What follows belongs to an exercise in optimizing a design on an open flow for small area, a short achievable clock period and few clock cycles; a production flow would make more cautious choices. Only simulation tests tie the RTL to the original design; equivalence was not proved. Power figures rest on the tool's default switching activity, not on a simulated workload.

01-01:
## viterbi_decoder
module viterbi_decoder(sys_clk,rst,en,i_data,o_data,o_done);
input sys_clk,rst,en;
input [15:0] i_data;
output [7:0] o_data;
output o_done;
reg done;
reg [5:0] q;
wire [5:0] dec;
vit_comb U0 (.i_data(i_data), .dec(dec));
always @(posedge sys_clk or negedge rst)
    if (rst == 0) done <= 1'b0;
    else if (en) done <= 1'b1;
always @(posedge sys_clk)
    if (!done) q <= dec;
assign o_done = done;
assign o_data = {q, 2'b00};
endmodule
For scale: ~7 flip-flops, ~28 I/O pins.
Settings: LEC_CHECK=0, ABC_AREA=1, CAP_MARGIN=20, CORE_MARGIN=2, CORE_UTILIZATION=40, SLEW_MARGIN=20; clock period 5.0 ns.
standard.sh (not shown) runs the stock make flow with config.mk's settings and CLKGATE_MAP_FILE= SYNTH_SCRIPT=/design/flow/synth_recipe.tcl, a recipe that flattens the netlist after the stock synthesis.
==> flow/flow/run.sh <==
#!/bin/bash
# Standard layout, with the port buffers made from the plain buffer cell
# instead of the delay cell that buffer_ports picks by default.
set -euo pipefail
bash standard.sh "BUFFER_PORTS_ARGS=-buffer_cell sky130_fd_sc_hd__buf_1" finish > make_finish.log 2>&1
01-01: PASS, flow complete, no timing, DRC or antenna violations
Testbench counts of 01-01, summed over its fixed seeds: cycles 3,200.
Edits applied to the flow inputs when going from 01-01 to 12-06:
# 01-01
export LEC_CHECK = 0
export ABC_AREA = 1
export CAP_MARGIN = 20
export CORE_MARGIN = 2
export CORE_UTILIZATION = 40
export SLEW_MARGIN = 20
create_clock -name core_clock -period 5.0 [get_ports {sys_clk}]
# 12-06
export LEC_CHECK = 0
export CAP_MARGIN = 20
export CORE_MARGIN = 2
export CORE_UTILIZATION = 40
export GPL_TIMING_DRIVEN = 0
export SLEW_MARGIN = 20
create_clock -name core_clock -period 5.0 [get_ports {sys_clk}]
==> flow/run.sh (new file) <==
#!/bin/bash
# synth_recipe.tcl (not shown) runs the flow's synth.tcl, then flattens the netlist and writes it again
# the make line also repeats each setting of config.mk as NAME=value (left out here)
make -C /OpenROAD-flow-scripts/flow DESIGN_CONFIG=/design/flow/config.mk WORK_HOME=/design/flow/orfs CLKGATE_MAP_FILE= SYNTH_SCRIPT=/design/flow/synth_recipe.tcl finish
removed: flow/flow/run.sh
removed: flow/standard.sh
- Looking only at number of fill cells, and setting everything else aside, the higher value of 01-01 and 12-06 goes to 01-01.
- 01-01 has a lower instance area after placement than 12-06.
- 12-06 -> 01-01: number of clock buffers in the layout flat
- Final cell area excluding filler cells on 12-06 is up relative to 01-01.
- Higher number of ordinary and repair buffers in the finished layout among 01-01 and 12-06: 12-06
- The run showing the greater pin count of the biggest net entering global routing is 12-06.
- The final layout from 12-06, which completed every stage, passed the timing, design-rule and antenna checks at the end of the flow.

========
Another version of the RTL of viterbi_decoder (not shown whole).
Size in the first run: roughly 7 flip-flops, about 28 I/O pins, roughly 0.0013 mm² of cells after synthesis.
Settings: LEC_CHECK=0, ABC_AREA=1, CAP_MARGIN=20, CORE_MARGIN=2, CORE_UTILIZATION=40, SLEW_MARGIN=20; clock period 5.0 ns.
==> flow/flow/run.sh <==
#!/bin/bash
# The standard layout (the standard.sh, standard synthesis unchanged),
# except that the port buffers are made from sky130_fd_sc_hd__buf_2 instead of
# the delay cell that buffer_ports picks by default. Every port still gets
# one buffer. The make output goes to make_finish.log; ORFS's own per-step
# logs are under orfs/logs/.
set -euo pipefail
bash standard.sh "BUFFER_PORTS_ARGS=-buffer_cell sky130_fd_sc_hd__buf_2" finish > make_finish.log 2>&1
Testbench counts at the start, summed over its fixed seeds: cycles 3,200.
==> next run, changes <==
- CTS_BUF_LIST: not set -> sky130_fd_sc_hd__clkbuf_2
- SETUP_SLACK_MARGIN: not set -> 0.3
After rerunning: The new run finished with timing, DRC and antenna clean. Total power is lower slightly. Cell area falls slightly. Sequential power stays flat. Setup slack gains 0.048 ns. Core utilization drops by 0.20 points. Register-to-register slack is about the same. Wire length hardly moves. Clock-buffer cell count stays the same.
==> next run, changes <==
- CTS_BUF_LIST: sky130_fd_sc_hd__clkbuf_2 -> not set
Register-to-register slack stays flat.
Routed wire length stays flat.
Total power came out higher by 2.2%.
Setup slack improves by 0.018 ns.
Design area came out higher by 0.42%.

========
## trial 33
viterbi_decoder, a different RTL version from the one above (not shown whole).
Size in the first run: ~200 cells after synthesis, roughly 7 flip-flops, ~28 I/O pins.
clock: 5.0 ns
lec_check: 0
abc_area: 1
cap_margin: 20
core_area: 2 2 68 68
die_area: 0 0 70 70
place_density: 0.85
slew_margin: 20
Scripts as last shown in full above: flow/flow/run.sh
Trial 33 finished all stages; the layout is clean.
Testbench counts of trial 33, summed over its fixed seeds: cycles 3,200.
--- input diff trial 33..build 46 ---
- clearing PLACE_DENSITY, which used to be 0.85
[summary]
Build 46 finished end to end and its layout was clean on timing, DRC and antenna.
Final design utilization across trial 33 and build 46: no real change.
In the tables for trial 33 and build 46, number of clock buffer instances in the layout reads lower with build 46.
Build 46: ratio of routed vias to standard cells 0.040 above trial 33

========
run A:
viterbi_decoder with an RTL version that a note above also has.
Size: about 7 flip-flops, ~28 I/O pins, about 2000 µm² of cells after synthesis.
export LEC_CHECK = 0
export ABC_AREA = 1
export CAP_MARGIN = 20
export CORE_MARGIN = 2
export CORE_UTILIZATION = 40
export SLEW_MARGIN = 20
create_clock -name core_clock -period 5.0 [get_ports {sys_clk}]
run.sh (not shown) runs the stock make flow with config.mk's settings and CLKGATE_MAP_FILE= SYNTH_SCRIPT=/design/flow/synth_recipe.tcl, a recipe that flattens the netlist after the stock synthesis.
Stock flow here: none of the scripts above is used.
Testbench counts of run A, summed over its fixed seeds: cycles 3,200.
> inputs changed (run A -> run B)
Settings: SETUP_SLACK_MARGIN newly set to 1.0.
==> comparison <==
Between run B and run A, maximum frequency is lower for run A, run B comes in above that. Final net count, run B and run A: larger value in run B. Min number of non-filler instances in the completed layout across run B and run A: run A. Note that the area used by multi-input combinational logic recorded for run A amounts to 0.806 times the value seen in run B. Between run B and run A, area overhead of the layout relative to synthesis is lower for run A, run B comes in above that. Run B against run A: share of total power consumed by net switching shows a reduction of 1.2 points, global routing usage on met1 shows an increase of 0.73 points, post-layout total power shows an increase of 0.18 mW, share of the final layout cell area in sequential cells shows a reduction of 1.7 points. Run B: final clock period utilization by the worst path is 12 points lower than what run A reported.

========
Starting RTL as in the previous note.
export LEC_CHECK = 0
export ABC_AREA = 1
export CAP_MARGIN = 20
export CORE_MARGIN = 2
export CORE_UTILIZATION = 40
export SLEW_MARGIN = 20
create_clock -name core_clock -period 5.0 [get_ports {sys_clk}]
standard.sh (not shown) runs the stock make flow with config.mk's settings and CLKGATE_MAP_FILE= SYNTH_SCRIPT=/design/flow/synth_recipe.tcl, a recipe that flattens the netlist after the stock synthesis.
==> flow/flow/run.sh <==
#!/bin/bash
# Standard layout, with the port buffers made from the plain buffer cell
# instead of the delay cell that buffer_ports picks by default.
set -euo pipefail
bash standard.sh "BUFFER_PORTS_ARGS=-buffer_cell sky130_fd_sc_hd__buf_2" finish > make_finish.log 2>&1
Testbench counts at the start, summed over its fixed seeds: cycles 3,200.
Change:
==> flow/run.sh (new file) <==
#!/bin/bash
# synth_recipe.tcl (not shown) runs the flow's synth.tcl, then flattens the netlist and writes it again
# the make line also repeats each setting of config.mk as NAME=value (left out here)
make -C /OpenROAD-flow-scripts/flow DESIGN_CONFIG=/design/flow/config.mk WORK_HOME=/design/flow/orfs CLKGATE_MAP_FILE= SYNTH_SCRIPT=/design/flow/synth_recipe.tcl finish
Settings changed: SETUP_SLACK_MARGIN from default to 0.5.
removed: flow/flow/run.sh
removed: flow/standard.sh
Result: Global-route usage came out lower by 0.33 points. Worst hold slack improves by 0.0097 ns. Die area stays the same. Via count grows by a few percent. Design area came out higher by about a fifth. Critical path depth went down by 6. Worst setup slack is worse by 0.079 ns. Routed wire length went up by a few percent. Total power climbs by about a fifth.

## what the ideal ports hide
No port has a modelled driver above. Below, the same layouts with a new extraction and two added sets of constraints.
Step 1, drivers: a clkbuf_16 drives sys_clk and a buf_2 each remaining input, both assumed.
Step 2 adds t to the input delays and takes it off the output delays; t is the mean of the earliest and latest rising clock arrival at the registers after step 1. Input paths then give back, and output paths get back, about the clock's delay inside the block.
Slacks: ideal / step 1 / step 2; pairs: ideal / step 1.
run	shift t [ns]	setup WS [ns]	worst setup path after step 2	slew at the worst register clock pin (ns)
01-01	0.241	0.623 / 0.619 / 0.378	input to register	0.04 / 0.04
12-06	0.246	0.107 / 0.101 / -0.146	input to register	0.04 / 0.04
the first run of note 2	0.264	0.679 / 0.680 / 0.417	input to register	0.05 / 0.05
the second run of note 2	0.242	0.727 / 0.728 / 0.485	input to register	0.07 / 0.07
the third run of note 2	0.264	0.745 / 0.746 / 0.483	input to register	0.05 / 0.05
trial 33	0.245	0.856 / 0.854 / 0.609	input to register	0.04 / 0.04
build 46	0.249	0.918 / 0.918 / 0.669	input to register	0.04 / 0.04
run A	0.239	0.417 / 0.413 / 0.174	input to register	0.04 / 0.04
run B	0.239	1.001 / 0.982 / 0.743	input to register	0.04 / 0.04
the first run of note 5	0.256	0.767 / 0.768 / 0.513	input to register	0.04 / 0.04
the second run of note 5	0.239	0.687 / 0.684 / 0.445	input to register	0.04 / 0.04
Met with ideal ports but missed after step 2: setup timing in 12-06.
